Context: an optimization exercise on an open-source flow, tuned for small area, a short achievable clock period and few clock cycles per item. The choices shown serve that exercise and are no tape-out recipe.
RTL that was checked went through simulation tests only; none was proved equivalent to the original.
Only the layout flow was run in run 2; the RTL was not checked for function there.
Power and IR drop assume default switching activity.

## flow/design.v (module list and top-level ports; edited modules follow where they fit)
// module mux2X1: 8 lines
// module carry_lookahead_adder_8_bit: 19 lines
// module CLA_8bit_slice: 38 lines
// module carry_lookahead_adder_32_bit: 13 lines
// module mpa_bx: 6 lines
// module mpa_xor: 5 lines
// module mpa_ha: 6 lines
// module mpa_and: 5 lines
// module mpa_gp: 6 lines
// module mpa_nd: 6 lines
// module mpa_ng: 5 lines
// module mp_adder: 1061 lines
module mp_adder (
    input  wire         iAddSub,
    input  wire         iClk,
    input  wire         iRst,
    input  wire         iStart,
    input  wire [511:0] iOpA,
    input  wire [511:0] iOpB,
    output wire [512:0] oRes,
    output wire         oDone);
  // ...
==> flow/flow/run.sh <==
#!/bin/bash
# Standard ORFS layout (the standard.sh) with three changes to how it is done:
# - buffer_ports gives every input and output port a buf_1 cell (the resizer
#   still sizes them as timing needs) instead of the cell it picks by default;
# - the ports are placed in bit order round the die edge, each bit's
#   iOpA/iOpB/oRes side by side (flow/pinorder.tcl, before place_pins);
# - before the resize step's repair_design, high-fanout nets get buffer trees
#   built from their sinks' locations (flow/pre_resize.tcl, flow/tree.tcl).
set -euo pipefail
export BUFFER_PORTS_ARGS="-buffer_cell sky130_fd_sc_hd__buf_1"
export PRE_IO_PLACEMENT_TCL="$(pwd)/flow/pinorder.tcl"
export PRE_RESIZE_TCL="$(pwd)/flow/pre_resize.tcl"
bash standard.sh > standard_flow.log 2>&1
==> flow/flow/pinorder.tcl <==
# Place the ports in bit order around the die: bit i's iOpA[i], iOpB[i] and
# oRes[i] sit next to each other, bits 0..511 go round the die edge (bottom
# left to right, right edge upwards, top right to left, left edge downwards),
# and the control ports fill the gap between bit 511 and bit 0.
proc po_slots {} {
  set block [ord::get_db_block]
  set die [$block getDieArea]
  set dbu [$block getDbUnitsPerMicron]
  set W [expr {[$die xMax] / double($dbu)}]
  set H [expr {[$die yMax] / double($dbu)}]
  set m 10.0
  set slots {}
  # bottom: met2 tracks x = 0.23 + 0.46k, two tracks apart
  for {set x [expr {0.23 + 0.46 * ceil(($m - 0.23) / 0.46)}]} {$x <= $W - $m} {set x [expr {$x + 0.92}]} {
    lappend slots [list met2 $x 0.0]
  }
  # right: met3 tracks y = 0.34 + 0.68k
  for {set y [expr {0.34 + 0.68 * ceil(($m - 0.34) / 0.68)}]} {$y <= $H - $m} {set y [expr {$y + 1.36}]} {
    lappend slots [list met3 $W $y]
  }
  # top, right to left
  set top {}
  for {set x [expr {0.23 + 0.46 * ceil(($m - 0.23) / 0.46)}]} {$x <= $W - $m} {set x [expr {$x + 0.92}]} {
    lappend top [list met2 $x $H]
  }
  set slots [concat $slots [lreverse $top]]
  # left, top to bottom
  set left {}
  for {set y [expr {0.34 + 0.68 * ceil(($m - 0.34) / 0.68)}]} {$y <= $H - $m} {set y [expr {$y + 1.36}]} {
    lappend left [list met3 0.0 $y]
  }
  return [concat $slots [lreverse $left]]
}

proc po_place {name slot} {
  lassign $slot layer x y
  if {$layer == "met2"} { set sz {0.14 0.485} } else { set sz {0.8 0.3} }
  place_pin -pin_name $name -layer $layer -location [list $x $y] -pin_size $sz -force_to_die_boundary
}

proc po_all {} {
  set slots [po_slots]
  set ns [llength $slots]
  set ctrl {iClk iRst iStart iAddSub oDone oRes[512]}
  # bits spread evenly over the ring, leaving room for the control ports at the end
  set nbits 512
  set used [expr {3 * $nbits + [llength $ctrl]}]
  if {$used > $ns} { error "pinorder: $used ports but only $ns slots" }
  set step [expr {double($ns - [llength $ctrl]) / $nbits}]
  for {set i 0} {$i < $nbits} {incr i} {
    set s [expr {int(floor($i * $step))}]
    po_place "iOpA\[$i\]" [lindex $slots $s]
    po_place "iOpB\[$i\]" [lindex $slots [expr {$s + 1}]]
    po_place "oRes\[$i\]" [lindex $slots [expr {$s + 2}]]
  }
  set s [expr {$ns - [llength $ctrl]}]
  foreach c $ctrl {
    po_place $c [lindex $slots $s]
    incr s
  }
  puts "pinorder: placed [expr {3 * $nbits + [llength $ctrl]}] ports on $ns slots"
}
po_all
==> flow/flow/pre_resize.tcl <==
# Runs inside ORFS's resize step (3_4), after global placement and before its
# repair_design: every signal net with more than 8 sinks gets a buffer tree
# built from its sinks' placed locations (flow/tree.tcl), instead of the
# chain of buffers that repair_design would lay along the net.
source [file join [file dirname [info script]] tree.tcl]
bt_all 8 8 6 {sky130_fd_sc_hd__buf_4 sky130_fd_sc_hd__buf_8}
==> flow/flow/tree.tcl <==
# Buffer trees for high-fanout signal nets, built by recursive bisection of
# the sinks' placed locations (a leaf buffer drives at most LEAF sinks that
# lie close together; upper levels drive at most UP buffers each).
proc bt_split {pts maxn} {
  # pts: list of {pin x y}; returns a list of clusters of at most maxn points
  if {[llength $pts] <= $maxn} { return [list $pts] }
  set xs [lmap p $pts {lindex $p 1}]
  set ys [lmap p $pts {lindex $p 2}]
  set dx [expr {[tcl::mathfunc::max {*}$xs] - [tcl::mathfunc::min {*}$xs]}]
  set dy [expr {[tcl::mathfunc::max {*}$ys] - [tcl::mathfunc::min {*}$ys]}]
  set k [expr {$dx >= $dy ? 1 : 2}]
  set s [lsort -real -index $k $pts]
  # split into halves whose sizes are multiples of maxn where possible
  set n [llength $s]
  set nc [expr {($n + $maxn - 1) / $maxn}]
  set h [expr {(($nc + 1) / 2) * $maxn}]
  if {$h >= $n} { set h [expr {$n / 2}] }
  return [concat [bt_split [lrange $s 0 [expr {$h - 1}]] $maxn] [bt_split [lrange $s $h end] $maxn]]
}

proc bt_sinks {net} {
  set pts {}
  foreach it [$net getITerms] {
    if {[$it isOutputSignal]} { continue }
    set inst [$it getInst]
    set bb [$inst getBBox]
    set x [expr {([$bb xMin] + [$bb xMax]) / 2.0}]
    set y [expr {([$bb yMin] + [$bb yMax]) / 2.0}]
    lappend pts [list "[$inst getName]/[[$it getMTerm] getName]" $x $y]
  }
  return $pts
}

proc bt_net {netname leaf up cells} {
  set block [ord::get_db_block]
  set dbu [$block getDbUnitsPerMicron]
  set lvl 0
  set maxn $leaf
  while {1} {
    set net [$block findNet $netname]
    set pts [bt_sinks $net]
    if {[llength $pts] <= $maxn} { break }
    set cell [lindex $cells [expr {min($lvl, [llength $cells] - 1)}]]
    set i 0
    foreach cl [bt_split $pts $maxn] {
      set sx 0.0; set sy 0.0
      foreach p $cl { set sx [expr {$sx + [lindex $p 1]}]; set sy [expr {$sy + [lindex $p 2]}] }
      set cx [expr {$sx / [llength $cl] / $dbu}]
      set cy [expr {$sy / [llength $cl] / $dbu}]
      set pins [get_pins [lmap p $cl {lindex $p 0}]]
      insert_buffer -buffer_cell $cell -net [get_nets $netname] -load_pins $pins -location [list $cx $cy] \
        -buffer_name "bt_${lvl}_${i}_$netname"
      incr i
    }
    puts "bt_net $netname: level $lvl, $i buffers of $cell"
    incr lvl
    set maxn $up
  }
}

# all signal nets with more than minfo sinks (clock nets excluded)
proc bt_all {minfo leaf up cells} {
  set block [ord::get_db_block]
  set names {}
  foreach net [$block getNets] {
    if {[$net getSigType] != "SIGNAL"} { continue }
    if {[$net isSpecial]} { continue }
    set n 0
    set drv 0
    foreach it [$net getITerms] { if {[$it isOutputSignal]} { incr drv } else { incr n } }
    if {$drv != 1 || $n <= $minfo} { continue }
    if {[llength [$net getBTerms]] > 0} { continue }
    lappend names [$net getName]
  }
  foreach nm $names { bt_net $nm $leaf $up $cells }
}
==> flow/standard.sh <==
#!/bin/bash
# synth_recipe.tcl (not shown) runs the flow's synth.tcl, then flattens the netlist and writes it again
# the make line also repeats each setting of config.mk as NAME=value (left out here)
make -C /OpenROAD-flow-scripts/flow DESIGN_CONFIG=/design/flow/config.mk WORK_HOME=/design/flow/orfs CLKGATE_MAP_FILE= SYNTH_SCRIPT=/design/flow/synth_recipe.tcl "${@:-finish}"
==> flow/config.mk <==
export PLATFORM = sky130hd
export DESIGN_NAME = mp_adder
export DESIGN_NICKNAME = mp_adder
export VERILOG_FILES = /design/flow/design.v
export SDC_FILE = /design/flow/constraint.sdc
export NUM_CORES = 4
export LEC_CHECK = 0
export CAP_MARGIN = 20
export CORE_AREA = 10 10 460 460
export DIE_AREA = 0 0 470 470
export GPL_TIMING_DRIVEN = 0
export SETUP_SLACK_MARGIN = 0.5
export SLEW_MARGIN = 20
export SYNTH_HIERARCHICAL = 1
==> flow/constraint.sdc <==
create_clock -name core_clock -period 5.0 [get_ports {iClk}]
set_input_delay 1.0000 -clock core_clock [delete_from_list [all_inputs] [get_ports {iClk}]]
set_output_delay 1.0000 -clock core_clock [all_outputs]
set_load 0.01 [all_outputs]
==> results.yml, run 1 <==
layout:
  drive_gt1_share_pct: 4.38
  clock_cell_area_share_pct: 1.45
  diodes: 1
  multiInputGateArea_sq_um: 27100
  num-nonclk-buffers: 1724
floorplan:
  die_area_sq_um: 221000
worst_setup_path:
  required_ns: 5.41
  crit_path_frequent_cell: "a21o_4"
  critPathBufInv: 9
routing:
  drcViolationCount: 0
  routed_via_density: 3.81
  met2_wirelength_um: 53500
  wl_met3_um: 5760
logic_synthesis:
  synthTopCellsByArea: "xor2_1, ha_1, a21o_1"
  syn-num-nets: 5130
  synth_xor_area_share_pct: 30.3
  yosysMostFrequentCell: "xor2_1"
place:
  numPortBuffers: 1541
  dpl.hpwl_um: 87900
sta:
  hold_violations: 0
  finalSetupViolCount: 0
pwr:
  seq-power_mw: 1.39
  switchingPower_mw: 4.87
grt:
  grt-busiest-layer: "met2"
status:
  outcome: "no timing/DRC/antenna violations"
Testbench counts, summed over its fixed seeds: cycles 768, items 384.
==> module mpa_and, before the edit <==
module mpa_and (
    input  wire [3:0] a, b,
    output wire [3:0] y);
    assign y = a & b;
endmodule
==> run 2, diff against run 1 <==
--- a/flow/design.v
+++ b/flow/design.v
@@ -83,26 +83,27 @@
     output wire [3:0] bx);
     assign bx = b ^ {4{s}};
 endmodule
 module mpa_xor (
     input  wire [3:0] a, b,
     output wire [3:0] y);
     assign y = a ^ b;
 endmodule
-module mpa_ha (
-    input  wire [3:0] a, b,
+module mpa_pg2 (
+    input  wire s,
+    input  wire [3:0] y, a,
     output wire [3:0] p, g);
-    assign p = a ^ b;
-    assign g = a & b;
+    assign p = y ^ {4{s}};
+    assign g = a & ~p;
 endmodule
 module mpa_and (
     input  wire [3:0] a, b,
     output wire [3:0] y);
-    assign y = a & b;
+    assign y = a & ~b;
 endmodule
 module mpa_gp (
     input  wire [3:0] p, g,
     output wire        G, Pc);
     assign G  = g[3] | g[2] & p[3] | g[1] & p[2] & p[3] | g[0] & p[1] & p[2] & p[3];
     assign Pc = &p;
 endmodule
 module mpa_nd (
@@ -120,26 +121,26 @@
     input  wire         iAddSub,
     input  wire         iClk,
     input  wire         iRst,
     input  wire         iStart,
     input  wire [511:0] iOpA,
     input  wire [511:0] iOpB,
     output wire [512:0] oRes,
     output wire         oDone);
-    wire [511:0] bx, p, g, c, sum;
+    wire [511:0] bx, p, g, c, sum;   
     wire [127:0] cg, cp, cc;
     reg  [127:1] rC;      
     reg         rCout;
     reg         rDone;
     wire [127:0] ci = {rC, iAddSub};
     genvar j;
     generate for (j = 0; j < 128; j = j + 1) begin : chunk
-        mpa_bx  u_bx  (.s(iAddSub), .b(iOpB[4*j +: 4]), .bx(bx[4*j +: 4]));
-        mpa_ha  u_pg  (.a(iOpA[4*j +: 4]), .b(bx[4*j +: 4]), .p(p[4*j +: 4]), .g(g[4*j +: 4]));
+        mpa_xor u_y   (.a(iOpA[4*j +: 4]), .b(iOpB[4*j +: 4]), .y(bx[4*j +: 4]));
+        mpa_pg2 u_pg  (.s(iAddSub), .y(bx[4*j +: 4]), .a(iOpA[4*j +: 4]), .p(p[4*j +: 4]), .g(g[4*j +: 4]));
         mpa_gp  u_gp  (.p(p[4*j +: 4]), .g(g[4*j +: 4]), .G(cg[j]), .Pc(cp[j]));
         assign c[4*j] = ci[j];
         mpa_ng  u_c1  (.gh(g[4*j+0]), .ph(p[4*j+0]), .gl(c[4*j+0]), .g(c[4*j+1]));
         mpa_ng  u_c2  (.gh(g[4*j+1]), .ph(p[4*j+1]), .gl(c[4*j+1]), .g(c[4*j+2]));
         mpa_ng  u_c3  (.gh(g[4*j+2]), .ph(p[4*j+2]), .gl(c[4*j+2]), .g(c[4*j+3]));
         mpa_xor u_s   (.a(p[4*j +: 4]), .b(c[4*j +: 4]), .y(sum[4*j +: 4]));
     end endgenerate
     wire G0c;
==> flow/flow/pre_resize.tcl (replaced) <==
# Runs inside ORFS's resize step (3_4), after global placement and before its
# repair_design: every signal net with more than 12 sinks gets a buffer tree
# built from its sinks' placed locations (flow/tree.tcl), instead of the
# chain of buffers that repair_design would lay along the net.
source [file join [file dirname [info script]] tree.tcl]
bt_all 12 12 8 {sky130_fd_sc_hd__buf_4 sky130_fd_sc_hd__buf_8}
==> flow/config.mk (replaced) <==
export PLATFORM = sky130hd
export DESIGN_NAME = mp_adder
export DESIGN_NICKNAME = mp_adder
export VERILOG_FILES = /design/flow/design.v
export SDC_FILE = /design/flow/constraint.sdc
export NUM_CORES = 4
export LEC_CHECK = 0
export CAP_MARGIN = 20
export CORE_AREA = 10 10 550 550
export DIE_AREA = 0 0 560 560
export GPL_TIMING_DRIVEN = 0
export SETUP_SLACK_MARGIN = 0.5
export SLEW_MARGIN = 20
export SYNTH_HIERARCHICAL = 1
==> results.yml, run 2 <==
layout:
  fin_area_sq_um: 44200
  nFillCells: 33600
  largest_reg_flops: 127
  area_growth_pct: 40.1
  layout_commonest_cell: "buf_1"
  nets: 7291
  final_cell_mix: "buf_1, xor2_1, a21o_1"
  layout_top_registers: "rC (127), rCout (1), rDone (1)"
  regMostFlops: "rC"
  final_core_util_pct: 15.2
  drive_gt1_share_pct: 2.94
  final_cell_count_no_fill: 10200
place:
  dp_cells: 10100
  dpl_cell_area_sq_um: 42900
  gp_congestion: 0.751
  numPortBuffers: 1541
  dpl.hpwl_um: 87100
flow_run:
  cap_violations: 0
sta:
  finalSetupViolCount: 0
  fin_crit_ns: 4.47
  tightestPinTransition_ns: 0.492
  slew_viol_final: 0
  max_slew_margin_pct: 67.2
  hold_violations: 0
  max_freq_mhz: 224
  fin_crit_sh_pct: 89.4
  rsz0062_at_grt: "yes"
  hold_ws_ns: 0.639
routing:
  routed_wirelength_um: 102000
  vias: 33500
  dr.pass1.iters: 4
  routed_via_density: 3.29
  wire_per_inst_um: 10.0
  drcViolationCount: 0
  drtAntennaViolNets: 0
  dr.first_iter.drc_count: 938
floorplan:
  num_io_pins: 0
  rows: 198
  dieHeight_um: 560
  chipWidth_um: 560
  die_area_sq_um: 314000
  start_util_pct: 10.9
  core-area_sq_um: 291000
clocking:
  cts_buffers: 25
  clock_sinks: 129
  cts_tree: "yes"
  cts_root_buffer: "clkbuf_16"
  clk_path_buf_depth: 3
  clkTransAtPathRegs_ns: 0.08
  cts_max_level: 4
logic_synthesis:
  synth_edf_count: 0
  synth_common_cells: "xor2_1, a21o_1, nor2_1, inv_1, and2_1"
  ys.warnings.count: 7
  syn_area_sq_um: 31500
  ys_types: 11
  yosysSeqAreaShare_pct: 8.19
  yosysMostFrequentCell: "xor2_1"
  synth_top_area_share_pct: 42.7
  synthTopCellsByArea: "xor2_1, a21o_1, dfxtp_1"
  ys.flop_type: "dfxtp_1"
  syn_inst: 4614
  syn-num-nets: 5642
  async_flop_share_pct: 0
  syn_avg_cell_area_sq_um: 6.84
  synth_seq_cells: 129
  synth_top_area_cell: "xor2_1"
worst_setup_path:
  path_class: "input port to register"
  critical_path.startpoint: "iAddSub"
  cp_data_arrival_time_ns: 4.93
  start_kind: "input port"
  required_ns: 5.46
  crit_path_end_kind: "register"
  crit_path_max_fanout: 12
pwr:
  p_per_area_nw_per_um2: 248
  irDropWorstVdd_mv: 0.136
  cellLeakagePower_nw: 23.0
grt:
  grt_pass1_vias: 34000
  antenna_found_initial: 2
  grt.overflow.total: 0
  grt_max_degree: 13
  gr-usage-all-layers_pct: 6.03
  grt_pass1_wl_um: 160000
status:
  outcome: "no timing/DRC/antenna violations"
hold_path:
  hold_class: "input port to register"
  holdCritStartpoint: "iRst"
-- run 2: cell count changes after synthesis --
cell    delta
nor2_1   +512
ha_1     -512
xor2_1   +512
inv_1    +512
-- run 2: metrics by stage --
step                setup slack, ns  TNS (ns)  power (mW)
finish                        0.532         0        11.0
floorplan                     0.584         0        6.62
global route                  0.424         0        12.1
global placement             -29.91         -        9.59
detailed placement            -1.55    -97.00        9.30
CTS                           0.508         0        11.3
-- run 2: final cells by class --
class                   instances  area [sq um]  area share, %
diodes                          2          5.00         0.0113
repair buffers               1622          6520           14.8
well taps                    3900          4880           11.0
multi-input cells            3972         27600           62.4
flip-flops and latches        129          2580           5.84
clock inverters                 6          57.6          0.130
clock buffers                  27           633           1.43
plain buffers                   1          7.51         0.0170
inverters                     512          1920           4.35
-- run 2: logic make-up after synthesis --
logic type	Yosys count	synth area share (%)
buffers and inverters	513	6.12
AO/OA/AOI/OAI	1217	25.9
AND/OR/NAND/NOR	1219	17.1
flip-flops	129	8.19
XOR/XNOR	1536	42.7
-- run 2: routing by layer --
layer  share of wire, %  vias up  wire length [um]  global-route usage [%]
li1                   -    17900                 -                       -
met1                 39    14700             39500                    6.12
met2                 54      755             55000                    12.0
met3                5.5       83              5620                    1.50
met4                2.0        0              2080                    1.68
met5                  0        -                 0                       0
-- run 2: power by group --
part           internal [mW]  switching [mW]  leakage, nW
sequential              1.28           0.168         1.09
combinational           3.07            4.76         21.6
clock                  0.951           0.755        0.340
total                   5.30            5.68         23.0
-- run 2: path summary, 6_finish.rpt --
kind               end  cells past startpoint
max      rCout$_DFF_P_                     19
min   rDone$_SDFF_PP0_                      2
-- run 2: worst max-delay path: stages --
cell     delay [ns]
buf_6          0.19
buf_16         0.20
buf_12         0.19
buf_8          0.19
xor2_4         0.19
nor2_1         0.07
a21oi_1        0.13
o21ai_1        0.10
a21o_1         0.18
a21o_1         0.22
a21o_4         0.28
a21o_4         0.26
buf_4          0.17
a21o_4         0.27
buf_4          0.21
a21o_4         0.33
buf_12         0.25
a21o_1         0.17
nor2b_4        0.12
-- run 2: Yosys stat by module, one instance, submodules excluded --
module,area (sq um),copies in the design,cells
mpa_nd,13.8,321,2
mpa_gp,26.3,128,6
mp_adder,2620,1,132
mpa_ng,7.51,512,1
mpa_xor,35.0,256,4
mpa_pg2,65.1,128,12
-- run 2: repair_timing --
| item | 4_1_cts | 5_1_grt |
|---|---|---|
| hold buffers | 0 | 0 |
| pin swaps | 1 | 1 |
| gates resized for setup | 32 | 64 |
| hold endpoints to repair | 0 | 0 |
| buffers inserted | 2 | 0 |
| endpoints found under the setup margin | 169 | 82 |

[re-timing with driven ports]
The flow's constraints put no driver on any port. The routed layouts listed below were extracted and timed again, unchanged, in two steps. Step 1: set_driving_cell puts a clkbuf_16 on iClk and a buf_2 on each other input, an assumption about the parent block. Step 2 also shifts input and output timing later by t, the mid clock arrival at the registers, as if the neighbouring blocks saw the same clock. a / b / c = no drivers / after step 1 / after step 2; a / b = the first two.
run | t, ns | setup slack, ns | slew at the worst register clock pin (ns) | worst data-port slew with drivers (ns)
run 1 | 0.600 | 0.566 / 0.594 / -0.006 | 0.08 / 0.08 | 0.09
run 2 | 0.647 | 0.532 / 0.585 / -0.062 | 0.08 / 0.08 | 0.07
Met with ideal ports but missed after step 2: setup timing in run 1 and run 2. For run 2, which loses most, drivers alone change the setup slack by +0.053 ns; drivers and shift together by -0.594 ns.
